From an optimization exercise on the open Yosys and OpenROAD flow, aimed at small area; shortcuts taken in it are not production practice.
Function was checked by simulation only, so behaviour that the tests miss may differ from the original.

==> inputs of 11-06 <==
## processor
module processor
(
	output w_en,
	output done,
	output [7:0] addr,
	output [31:0] data_out,
	input clk,
	input rst_n,
	input start,
	input [31:0] data_in
);
clock: 7.0 ns
lec_check: 0
cap_margin: 20
core_margin: 2
core_utilization: 40
slew_margin: 20
synth_hierarchical: 1
synth_minimum_keep_size: 0
run.sh (not shown) runs the stock make flow with config.mk's settings and CLKGATE_MAP_FILE= SYNTH_SCRIPT=/design/flow/synth_recipe.tcl, a recipe that flattens the netlist after the stock synthesis.
==> 06-03: changes against 11-06 <==
==> flow/flow/run.sh (new file) <==
#!/bin/bash
# The standard layout (standard.sh: the standard flow's synthesis and ORFS flow), with two
# changes to how the layout is made:
#  - every input and output port still gets its own buffer, but a buf_1
#    rather than the delay cell that buffer_ports picks by default;
#  - clock tree synthesis does not add dummy loads at the tree's leaves.
set -euo pipefail
export BUFFER_PORTS_ARGS="-buffer_cell sky130_fd_sc_hd__buf_1"
export CTS_ARGS="-sink_clustering_enable -repair_clock_nets -dont_use_dummy_load"
bash standard.sh synth > synth.log 2>&1
bash standard.sh finish > layout.log 2>&1
==> flow/standard.sh (new file) <==
#!/bin/bash
# synth_recipe.tcl (not shown) runs the flow's synth.tcl, then flattens the netlist and writes it again
# the make line also repeats each setting of config.mk as NAME=value (left out here)
make -C /OpenROAD-flow-scripts/flow DESIGN_CONFIG=/design/flow/config.mk WORK_HOME=/design/flow/orfs CLKGATE_MAP_FILE= SYNTH_SCRIPT=/design/flow/synth_recipe.tcl "${@:-finish}"
removed: flow/run.sh
==> results_dict.tcl <==
set metrics [dict create \
    outcome "complete, no violations" \
    finalCritPeriodShare 0.976 \
    grt_pass1_vias 2906 \
    cp_slowest_stage_delay_ps 520 \
    multi_input_area_share 0.501 \
    whs_ps 343 \
    nets 514 \
    worst_pin_slew_ps 888 \
    max_clock_freq_ghz 0.146 \
    wl_met3_um 763 \
    cp_max_fo 6 \
    clk_pin_slew_worst_paths_ps 60 \
    n_fill_cell 949 \
    crit_path_cell_trace "clkbuf_4, a21oi_1, a21oi_2, buf_4, nand2b_1, fa_1, fa_1, fa_1, fa_2, fa_2, fa_1, ha_2, xor2_2, xnor2_2, buf_4, a32oi_4, nand3_1, clkbuf_2" \
]
# the run above: 06-03

==> results_dict.tcl <==
set metrics [dict create \
    cp_slowest_stage_delay_ps 560 \
    dr_wl_met2_um 4980 \
    clk_pin_slew_worst_paths_ps 80 \
    hpwl_um 8080 \
    whs_ps 349 \
    cp_max_fo 8 \
    crit_path_cell_trace "buf_4, nand2_1, o21ai_1, and2_1, fa_1, fa_2, fa_2, fa_2, fa_2, fa_2, fa_1, ha_4, xor2_4, xnor2_2, buf_6, a32oi_4, nand3_1, clkbuf_2" \
    grt_pass1_vias 3083 \
    wl_met3_um 612 \
    multi_input_area_share 0.458 \
    outcome "complete, no violations" \
    finalCritPeriodShare 0.976 \
    worst_pin_slew_ps 906 \
    max_clock_freq_ghz 0.146 \
    nets 525 \
    wl_per_cell_um 18.3 \
]
# the run above: 11-06


* * *

==> build 84 <==
processor, a different RTL version from the one above (not shown whole).
clock: 7.0 ns
lec_check: 0
cap_margin: 20
core_margin: 2
core_utilization: 40
slew_margin: 20
synth_hierarchical: 1
synth_minimum_keep_size: 0
standard.sh (not shown) runs the stock make flow with config.mk's settings and CLKGATE_MAP_FILE= SYNTH_SCRIPT=/design/flow/synth_recipe.tcl, a recipe that flattens the netlist after the stock synthesis.
==> flow/flow/run.sh <==
#!/bin/bash
# The standard layout (standard.sh: the standard flow's synthesis and ORFS flow), with
# these changes to how the layout is made:
#  - every input and output port still gets its own buffer, but a buf_1
#    rather than the delay cell that buffer_ports picks by default;
#  - after floorplanning, downsize.tcl sets every cell to the smallest drive
#    strength of its kind; the flow's own timing repair then upsizes what the
#    timing needs;
#  - clock tree synthesis adds no dummy loads at the leaves and builds the
#    tree from clkbuf_4 cells, at most 10 flip-flops per cluster.
set -euo pipefail
export BUFFER_PORTS_ARGS="-buffer_cell sky130_fd_sc_hd__buf_1"
export POST_FLOORPLAN_TCL="$(pwd)/flow/downsize.tcl"
export CTS_ARGS="-sink_clustering_enable -repair_clock_nets -dont_use_dummy_load -buf_list sky130_fd_sc_hd__clkbuf_4 -sink_clustering_size 10 -sink_clustering_max_diameter 60"
bash standard.sh synth > synth.log 2>&1
bash standard.sh finish > layout.log 2>&1
==> flow/flow/downsize.tcl <==
# Replace each standard cell by the smallest cell of its family (same
# function and pins, another drive strength). Synthesis sizes cells for speed
# without knowing the layout; the timing repair later in the flow upsizes
# again what the timing needs.
set db [ord::get_db]
set block [ord::get_db_block]
set dont_use [env_var_or_empty DONT_USE_CELLS]
set count 0
set saved 0.0
foreach inst [$block getInsts] {
  set m [$inst getMaster]
  set name [$m getName]
  if { ![regexp {^(sky130_fd_sc_hd__[a-z0-9]+)_([0-9]+)$} $name -> base drive] } {
    continue
  }
  if { [regexp {tap|fill|decap|diode|conb} $base] } {
    continue
  }
  set best $name
  set best_area [expr { [$m getWidth] * [$m getHeight] }]
  set area0 $best_area
  foreach d {0 1 2 4} {
    set cand ${base}_$d
    set cm [$db findMaster $cand]
    if { $cm == "NULL" } {
      continue
    }
    set skip 0
    foreach p $dont_use {
      if { [string match $p $cand] } {
        set skip 1
      }
    }
    if { $skip } {
      continue
    }
    set a [expr { [$cm getWidth] * [$cm getHeight] }]
    if { $a < $best_area } {
      set best $cand
      set best_area $a
    }
  }
  if { $best ne $name } {
    replace_cell [$inst getName] $best
    incr count
    set saved [expr { $saved + ($area0 - $best_area) / 1e6 }]
  }
}
puts "downsize: replaced $count cells, [format %.1f $saved] um^2 less"
==> trial 32 (differences from build 84) <==
--- a/flow/design.v
+++ b/flow/design.v
@@ -21,11 +21,10 @@
 			s2 <= s1;
 		end
 	end
 	reg [15:0] rw;    
 	reg [15:0] cw;    
-	reg [7:0] m1, m2;   
 	wire det_load = s1 & ~s0 & (data_in[31:29] == 3'd4);
 	wire mul_load = s1 & ~s0 & (data_in[31:29] == 3'd2);
 	always @(posedge clk) begin
 		if (s1) begin
 			rw <= {rw[7:0], rw[15:8]};
@@ -40,17 +39,21 @@
 			if (mul_load)
 				cw[15:8] <= m2;
 		end
 	end
 	reg [7:0] ar;
-	reg [2:0] op;
+	reg q_sub, q_as, q_mul, q_tr, q_det;
+	wire in_delay = s1 & ~s0;
 	always @(posedge clk) begin
 		ar <= data_in[7:0];
-		op <= data_in[31:29];
-	end
-	wire ex = s2 & ~s1;
-	wire det_sel = ex & (op == 3'd4);
+		q_sub <= data_in[29];
+		q_as  <= in_delay & (data_in[31:30] == 2'd0);
+		q_mul <= mul_load;
+		q_tr  <= in_delay & (data_in[31:29] == 3'd3);
+		q_det <= det_load;
+	end
+	wire det_sel = q_det;
 	wire [3:0] x1 = rw[3:0];
 	wire [3:0] x2 = rw[7:4];
 	wire [3:0] y1 = s0 ? cw[11:8] : cw[3:0];
 	wire [3:0] y2 = s0 ? cw[15:12] : cw[7:4];
 	wire e = det_sel;
@@ -128,104 +131,109 @@
 	wire s54, c54;
 	fa f54 (.a(c47), .b(s51), .c(s52), .s(s54), .co(c54));
 	wire s55, c55;
 	fa f55 (.a(s53), .b(c48), .c(s54), .s(s55), .co(c55));
 	wire s56, c56;
-	ha h56 (.a(c49), .b(s55), .s(s56), .co(c56));
+	fa f56 (.a(c49), .b(s55), .c(c50), .s(s56), .co(c56));
 	wire s57, c57;
 	fa f57 (.a(t10), .b(t13), .c(t16), .s(s57), .co(c57));
 	wire s58, c58;
 	fa f58 (.a(t29), .b(t32), .c(c51), .s(s58), .co(c58));
 	wire s59, c59;
 	fa f59 (.a(c52), .b(s57), .c(c53), .s(s59), .co(c59));
 	wire s60, c60;
 	fa f60 (.a(s58), .b(c54), .c(s59), .s(s60), .co(c60));
 	wire s61, c61;
-	ha h61 (.a(c55), .b(s60), .s(s61), .co(c61));
+	fa f61 (.a(c55), .b(s60), .c(c56), .s(s61), .co(c61));
 	wire s62, c62;
 	fa f62 (.a(t17), .b(t33), .c(c57), .s(s62), .co(c62));
 	wire s63, c63;
 	fa f63 (.a(c58), .b(s62), .c(c59), .s(s63), .co(c63));
 	wire s64, c64;
-	ha h64 (.a(c60), .b(s63), .s(s64), .co(c64));
-	wire t65 = c62 ^ c63;
-	wire [7:0] ra = {t65, s64, c56, c50, s50, s44, s39, s38};
-	wire [7:0] rb = {c64, c61, s61, s56, 1'b0, 1'b0, s40, 1'b0};
+	fa f64 (.a(c60), .b(s63), .c(c61), .s(s64), .co(c64));
+	wire t65 = c62 ^ c63 ^ c64;
+	wire [7:0] ra = {t65, s64, s61, s56, s50, s44, s39, s38};
+	wire [7:0] rb = {1'b0, 1'b0, 1'b0, 1'b0, 1'b0, 1'b0, s40, 1'b0};
 	assign u = ra + rb;
+	reg [7:0] m1, m2;
 	always @(posedge clk) begin
 		m1 <= u;
 		m2 <= m1;
 	end
 	wire [3:0] a11 = rw[3:0], a12 = rw[7:4], a21 = rw[11:8], a22 = rw[15:12];
 	wire [3:0] b11 = cw[3:0], b21 = cw[7:4], b12 = cw[11:8], b22 = cw[15:12];
-	wire sub = op[0];
+	wire sub = q_sub;
 	wire [3:0] sa0 = a11, sa1 = a12, sa2 = a21, sa3 = a22;
 	wire [3:0] sb0 = b11, sb1 = b12, sb2 = b21, sb3 = b22;
 	wire [4:0] as0, as1, as2, as3;
-	wire t66 = sa0[0] ^ sb0[0];
-	wire t67 = sub ? (sa0[0] | ~sb0[0]) : (sa0[0] & sb0[0]);
+	wire t66 = sb0[0] ^ sub;
+	wire s67, c67;
+	fa f67 (.a(sa0[0]), .b(t66), .c(sub), .s(s67), .co(c67));
 	wire t68 = sb0[1] ^ sub;
 	wire s69, c69;
-	fa f69 (.a(sa0[1]), .b(t68), .c(t67), .s(s69), .co(c69));
+	fa f69 (.a(sa0[1]), .b(t68), .c(c67), .s(s69), .co(c69));
 	wire t70 = sb0[2] ^ sub;
 	wire s71, c71;
 	fa f71 (.a(sa0[2]), .b(t70), .c(c69), .s(s71), .co(c71));
 	wire t72 = sb0[3] ^ sub;
 	wire s73, c73;
 	fa f73 (.a(sa0[3]), .b(t72), .c(c71), .s(s73), .co(c73));
-	wire t74 = (sa0[3] & t72) | ((sa0[3] | t72) & ~c71);
-	assign as0 = {t74, s73, s71, s69, t66};
-	wire t75 = sa1[0] ^ sb1[0];
-	wire t76 = sub ? (sa1[0] | ~sb1[0]) : (sa1[0] & sb1[0]);
+	wire t74 = sa0[3] ^ t72 ^ c73;
+	assign as0 = {t74, s73, s71, s69, s67};
+	wire t75 = sb1[0] ^ sub;
+	wire s76, c76;
+	fa f76 (.a(sa1[0]), .b(t75), .c(sub), .s(s76), .co(c76));
 	wire t77 = sb1[1] ^ sub;
 	wire s78, c78;
-	fa f78 (.a(sa1[1]), .b(t77), .c(t76), .s(s78), .co(c78));
+	fa f78 (.a(sa1[1]), .b(t77), .c(c76), .s(s78), .co(c78));
 	wire t79 = sb1[2] ^ sub;
 	wire s80, c80;
 	fa f80 (.a(sa1[2]), .b(t79), .c(c78), .s(s80), .co(c80));
 	wire t81 = sb1[3] ^ sub;
 	wire s82, c82;
 	fa f82 (.a(sa1[3]), .b(t81), .c(c80), .s(s82), .co(c82));
-	wire t83 = (sa1[3] & t81) | ((sa1[3] | t81) & ~c80);
-	assign as1 = {t83, s82, s80, s78, t75};
-	wire t84 = sa2[0] ^ sb2[0];
-	wire t85 = sub ? (sa2[0] | ~sb2[0]) : (sa2[0] & sb2[0]);
+	wire t83 = sa1[3] ^ t81 ^ c82;
+	assign as1 = {t83, s82, s80, s78, s76};
+	wire t84 = sb2[0] ^ sub;
+	wire s85, c85;
+	fa f85 (.a(sa2[0]), .b(t84), .c(sub), .s(s85), .co(c85));
 	wire t86 = sb2[1] ^ sub;
 	wire s87, c87;
-	fa f87 (.a(sa2[1]), .b(t86), .c(t85), .s(s87), .co(c87));
+	fa f87 (.a(sa2[1]), .b(t86), .c(c85), .s(s87), .co(c87));
 	wire t88 = sb2[2] ^ sub;
 	wire s89, c89;
 	fa f89 (.a(sa2[2]), .b(t88), .c(c87), .s(s89), .co(c89));
 	wire t90 = sb2[3] ^ sub;
 	wire s91, c91;
 	fa f91 (.a(sa2[3]), .b(t90), .c(c89), .s(s91), .co(c91));
-	wire t92 = (sa2[3] & t90) | ((sa2[3] | t90) & ~c89);
-	assign as2 = {t92, s91, s89, s87, t84};
-	wire t93 = sa3[0] ^ sb3[0];
-	wire t94 = sub ? (sa3[0] | ~sb3[0]) : (sa3[0] & sb3[0]);
+	wire t92 = sa2[3] ^ t90 ^ c91;
+	assign as2 = {t92, s91, s89, s87, s85};
+	wire t93 = sb3[0] ^ sub;
+	wire s94, c94;
+	fa f94 (.a(sa3[0]), .b(t93), .c(sub), .s(s94), .co(c94));
 	wire t95 = sb3[1] ^ sub;
 	wire s96, c96;
-	fa f96 (.a(sa3[1]), .b(t95), .c(t94), .s(s96), .co(c96));
+	fa f96 (.a(sa3[1]), .b(t95), .c(c94), .s(s96), .co(c96));
 	wire t97 = sb3[2] ^ sub;
 	wire s98, c98;
 	fa f98 (.a(sa3[2]), .b(t97), .c(c96), .s(s98), .co(c98));
 	wire t99 = sb3[3] ^ sub;
 	wire s100, c100;
 	fa f100 (.a(sa3[3]), .b(t99), .c(c98), .s(s100), .co(c100));
-	wire t101 = (sa3[3] & t99) | ((sa3[3] | t99) & ~c98);
-	assign as3 = {t101, s100, s98, s96, t93};
-	wire sel_as  = ex & ~op[2] & ~op[1];
-	wire sel_mul = ex & (op == 3'd2);
-	wire sel_tr  = ex & (op == 3'd3);
-	wire sel_det = det_sel;
+	wire t101 = sa3[3] ^ t99 ^ c100;
+	assign as3 = {t101, s100, s98, s96, s94};
+	wire sel_as  = s2 & q_as;
+	wire sel_mul = s2 & q_mul;
+	wire sel_tr  = s2 & q_tr;
+	wire sel_det = s2 & q_det;
 	wire [31:0] r_as  = {{3{as3[4]}}, as3, {3{as2[4]}}, as2, {3{as1[4]}}, as1, {3{as0[4]}}, as0};
 	wire [31:0] r_tr  = {{4{a22[3]}}, a22, {4{a12[3]}}, a12, {4{a21[3]}}, a21, {4{a11[3]}}, a11};
 	assign data_out = ({32{sel_as}} & r_as) | ({32{sel_tr}} & r_tr) |
 	                  ({32{sel_mul}} & {cw[15:8], m1, m2, 8'd0}) |
 	                  ({32{sel_mul | sel_det}} & {24'd0, u}) |
 	                  ({32{sel_det}} & {{24{u[7]}}, 8'd0});
-	assign w_en = ex & ~(op[2] & (op[1] | op[0]));
+	assign w_en = s2 & (q_as | q_mul | q_tr | q_det);
 	assign done = w_en;
 	assign addr = s2 ? (s1 ? 8'h00 : ar) : 8'hFF;
 endmodule
 module fa(input a, input b, input c, output s, output co);
 	assign s = a ^ b ^ c;
==> flow/flow/run.sh (replaced) <==
#!/bin/bash
# The standard layout (standard.sh: the standard flow's synthesis and ORFS flow), with two
# changes to how the layout is made:
#  - every input and output port still gets its own buffer, but a buf_1
#    rather than the delay cell that buffer_ports picks by default;
#  - clock tree synthesis does not add dummy loads at the tree's leaves.
set -euo pipefail
export BUFFER_PORTS_ARGS="-buffer_cell sky130_fd_sc_hd__buf_1"
export CTS_ARGS="-sink_clustering_enable -repair_clock_nets -dont_use_dummy_load -buf_list {sky130_fd_sc_hd__clkbuf_4 sky130_fd_sc_hd__clkbuf_8}"
bash standard.sh synth > synth.log 2>&1
bash standard.sh finish > layout.log 2>&1
removed: flow/flow/downsize.tcl
==> trial 40 (differences from build 84) <==
--- a/flow/design.v
+++ b/flow/design.v
@@ -21,11 +21,10 @@
 			s2 <= s1;
 		end
 	end
 	reg [15:0] rw;    
 	reg [15:0] cw;    
-	reg [7:0] m1, m2;   
 	wire det_load = s1 & ~s0 & (data_in[31:29] == 3'd4);
 	wire mul_load = s1 & ~s0 & (data_in[31:29] == 3'd2);
 	always @(posedge clk) begin
 		if (s1) begin
 			rw <= {rw[7:0], rw[15:8]};
@@ -40,17 +39,21 @@
 			if (mul_load)
 				cw[15:8] <= m2;
 		end
 	end
 	reg [7:0] ar;
-	reg [2:0] op;
+	reg q_sub, q_as, q_mul, q_tr, q_det;
+	wire in_delay = s1 & ~s0;
 	always @(posedge clk) begin
 		ar <= data_in[7:0];
-		op <= data_in[31:29];
-	end
-	wire ex = s2 & ~s1;
-	wire det_sel = ex & (op == 3'd4);
+		q_sub <= data_in[29];
+		q_as  <= in_delay & (data_in[31:30] == 2'd0);
+		q_mul <= mul_load;
+		q_tr  <= in_delay & (data_in[31:29] == 3'd3);
+		q_det <= det_load;
+	end
+	wire det_sel = q_det;
 	wire [3:0] x1 = rw[3:0];
 	wire [3:0] x2 = rw[7:4];
 	wire [3:0] y1 = s0 ? cw[11:8] : cw[3:0];
 	wire [3:0] y2 = s0 ? cw[15:12] : cw[7:4];
 	wire e = det_sel;
@@ -128,38 +131,39 @@
 	wire s54, c54;
 	fa f54 (.a(c47), .b(s51), .c(s52), .s(s54), .co(c54));
 	wire s55, c55;
 	fa f55 (.a(s53), .b(c48), .c(s54), .s(s55), .co(c55));
 	wire s56, c56;
-	ha h56 (.a(c49), .b(s55), .s(s56), .co(c56));
+	fa f56 (.a(c49), .b(s55), .c(c50), .s(s56), .co(c56));
 	wire s57, c57;
 	fa f57 (.a(t10), .b(t13), .c(t16), .s(s57), .co(c57));
 	wire s58, c58;
 	fa f58 (.a(t29), .b(t32), .c(c51), .s(s58), .co(c58));
 	wire s59, c59;
 	fa f59 (.a(c52), .b(s57), .c(c53), .s(s59), .co(c59));
 	wire s60, c60;
 	fa f60 (.a(s58), .b(c54), .c(s59), .s(s60), .co(c60));
 	wire s61, c61;
-	ha h61 (.a(c55), .b(s60), .s(s61), .co(c61));
+	fa f61 (.a(c55), .b(s60), .c(c56), .s(s61), .co(c61));
 	wire s62, c62;
 	fa f62 (.a(t17), .b(t33), .c(c57), .s(s62), .co(c62));
 	wire s63, c63;
 	fa f63 (.a(c58), .b(s62), .c(c59), .s(s63), .co(c63));
 	wire s64, c64;
-	ha h64 (.a(c60), .b(s63), .s(s64), .co(c64));
-	wire t65 = c62 ^ c63;
-	wire [7:0] ra = {t65, s64, c56, c50, s50, s44, s39, s38};
-	wire [7:0] rb = {c64, c61, s61, s56, 1'b0, 1'b0, s40, 1'b0};
+	fa f64 (.a(c60), .b(s63), .c(c61), .s(s64), .co(c64));
+	wire t65 = c62 ^ c63 ^ c64;
+	wire [7:0] ra = {t65, s64, s61, s56, s50, s44, s39, s38};
+	wire [7:0] rb = {1'b0, 1'b0, 1'b0, 1'b0, 1'b0, 1'b0, s40, 1'b0};
 	assign u = ra + rb;
+	reg [7:0] m1, m2;
 	always @(posedge clk) begin
 		m1 <= u;
 		m2 <= m1;
 	end
 	wire [3:0] a11 = rw[3:0], a12 = rw[7:4], a21 = rw[11:8], a22 = rw[15:12];
 	wire [3:0] b11 = cw[3:0], b21 = cw[7:4], b12 = cw[11:8], b22 = cw[15:12];
-	wire sub = op[0];
+	wire sub = q_sub;
 	wire [3:0] sa0 = a11, sa1 = a12, sa2 = a21, sa3 = a22;
 	wire [3:0] sb0 = b11, sb1 = b12, sb2 = b21, sb3 = b22;
 	wire [4:0] as0, as1, as2, as3;
 	wire t66 = sa0[0] ^ sb0[0];
 	wire t67 = sub ? (sa0[0] | ~sb0[0]) : (sa0[0] & sb0[0]);
@@ -211,21 +215,21 @@
 	wire t99 = sb3[3] ^ sub;
 	wire s100, c100;
 	fa f100 (.a(sa3[3]), .b(t99), .c(c98), .s(s100), .co(c100));
 	wire t101 = (sa3[3] & t99) | ((sa3[3] | t99) & ~c98);
 	assign as3 = {t101, s100, s98, s96, t93};
-	wire sel_as  = ex & ~op[2] & ~op[1];
-	wire sel_mul = ex & (op == 3'd2);
-	wire sel_tr  = ex & (op == 3'd3);
-	wire sel_det = det_sel;
+	wire sel_as  = s2 & q_as;
+	wire sel_mul = s2 & q_mul;
+	wire sel_tr  = s2 & q_tr;
+	wire sel_det = s2 & q_det;
 	wire [31:0] r_as  = {{3{as3[4]}}, as3, {3{as2[4]}}, as2, {3{as1[4]}}, as1, {3{as0[4]}}, as0};
 	wire [31:0] r_tr  = {{4{a22[3]}}, a22, {4{a12[3]}}, a12, {4{a21[3]}}, a21, {4{a11[3]}}, a11};
 	assign data_out = ({32{sel_as}} & r_as) | ({32{sel_tr}} & r_tr) |
 	                  ({32{sel_mul}} & {cw[15:8], m1, m2, 8'd0}) |
 	                  ({32{sel_mul | sel_det}} & {24'd0, u}) |
 	                  ({32{sel_det}} & {{24{u[7]}}, 8'd0});
-	assign w_en = ex & ~(op[2] & (op[1] | op[0]));
+	assign w_en = s2 & (q_as | q_mul | q_tr | q_det);
 	assign done = w_en;
 	assign addr = s2 ? (s1 ? 8'h00 : ar) : 8'hFF;
 endmodule
 module fa(input a, input b, input c, output s, output co);
 	assign s = a ^ b ^ c;
==> flow/flow/run.sh (replaced) <==
#!/bin/bash
# The standard layout (standard.sh: the standard flow's synthesis and ORFS flow), with two
# changes to how the layout is made:
#  - every input and output port still gets its own buffer, but a buf_1
#    rather than the delay cell that buffer_ports picks by default;
#  - clock tree synthesis does not add dummy loads at the tree's leaves.
set -euo pipefail
export BUFFER_PORTS_ARGS="-buffer_cell sky130_fd_sc_hd__buf_1"
export CTS_ARGS="-sink_clustering_enable -repair_clock_nets -dont_use_dummy_load -buf_list sky130_fd_sc_hd__clkbuf_4 -sink_clustering_size 10 -sink_clustering_max_diameter 60"
bash standard.sh synth > synth.log 2>&1
bash standard.sh finish > layout.log 2>&1
removed: flow/flow/downsize.tcl
==> run summary <==
	trial 32	build 84	trial 40
Placed Cells incl. Taps	557	582	568
Share of the final layout cell area in multi-input gates	52.5%	52.1%	52.5%
Die span in y	104 um	104 um	104 um
Footprint of the multi-input gates	2440 sq um	2300 sq um	2410 sq um
Post-synthesis xor/xnor area fraction	6.83%	4.58%	4.70%
Sequential share of the synthesized area	36.1%	35.3%	36.5%
Net count of the mapped netlist	445	464	453
Routing usage on met3	3.63%	4.57%	4.51%
Count of plain and timing-repair buffers in the layout	82	84	86
Invs w/o clock	27	33	28
Worst Path Arrival	5.39 ns	5.28 ns	5.42 ns
Synthesized flop and latch total	64	62	64
Fraction of layout instances using a drive strength above 1	13.3%	9.17%	14.7%
Result of the run	no timing/DRC/antenna violations	no timing/DRC/antenna violations	no timing/DRC/antenna violations
Fraction of the mapped netlist area in adder cells	22.0%	21.4%	20.2%
Peak fanout along the critical path	12	24	5
Count of mapped cells out of synthesis	365	385	377
Routed metal-1 wirelength	4.70 mm	4.50 mm	4.73 mm
Netlist area before placement	4030 sq um	4020 sq um	3990 sq um
Startpoint of the tightest hold check path	m1[2]$_DFF_P_	m1[4]$_DFF_P_	m1[2]$_DFF_P_

[port drivers added, routing unchanged]
No port has a modelled driver above. Below, the same layouts with a new extraction and two added sets of constraints.
Step 1 assumes that a clkbuf_16 drives the clock port and a buf_2 every other input.
Step 2 also shifts input and output timing later by t, the mid clock arrival at the registers, as if the neighbouring blocks saw the same clock.
a / b / c = ideal ports / drivers / drivers and shift; a / b = the first two.
| run | t, ns | slack for setup (ns) | clock arrival spread, ns |
|---|---|---|---|
| 11-06 | 0.378 | 0.168 / 0.135 / 0.513 | 0.011 / 0.011 |
| 06-03 | 0.369 | 0.170 / 0.137 / 0.507 | 0.030 / 0.031 |
| build 84 | 0.414 | 0.325 / 0.296 / 0.710 | 0.032 / 0.033 |
| trial 32 | 0.367 | 0.208 / 0.177 / 0.544 | 0.027 / 0.027 |
| trial 40 | 0.424 | 0.181 / 0.151 / 0.575 | 0.039 / 0.038 |
After both steps every run listed still meets setup and hold.
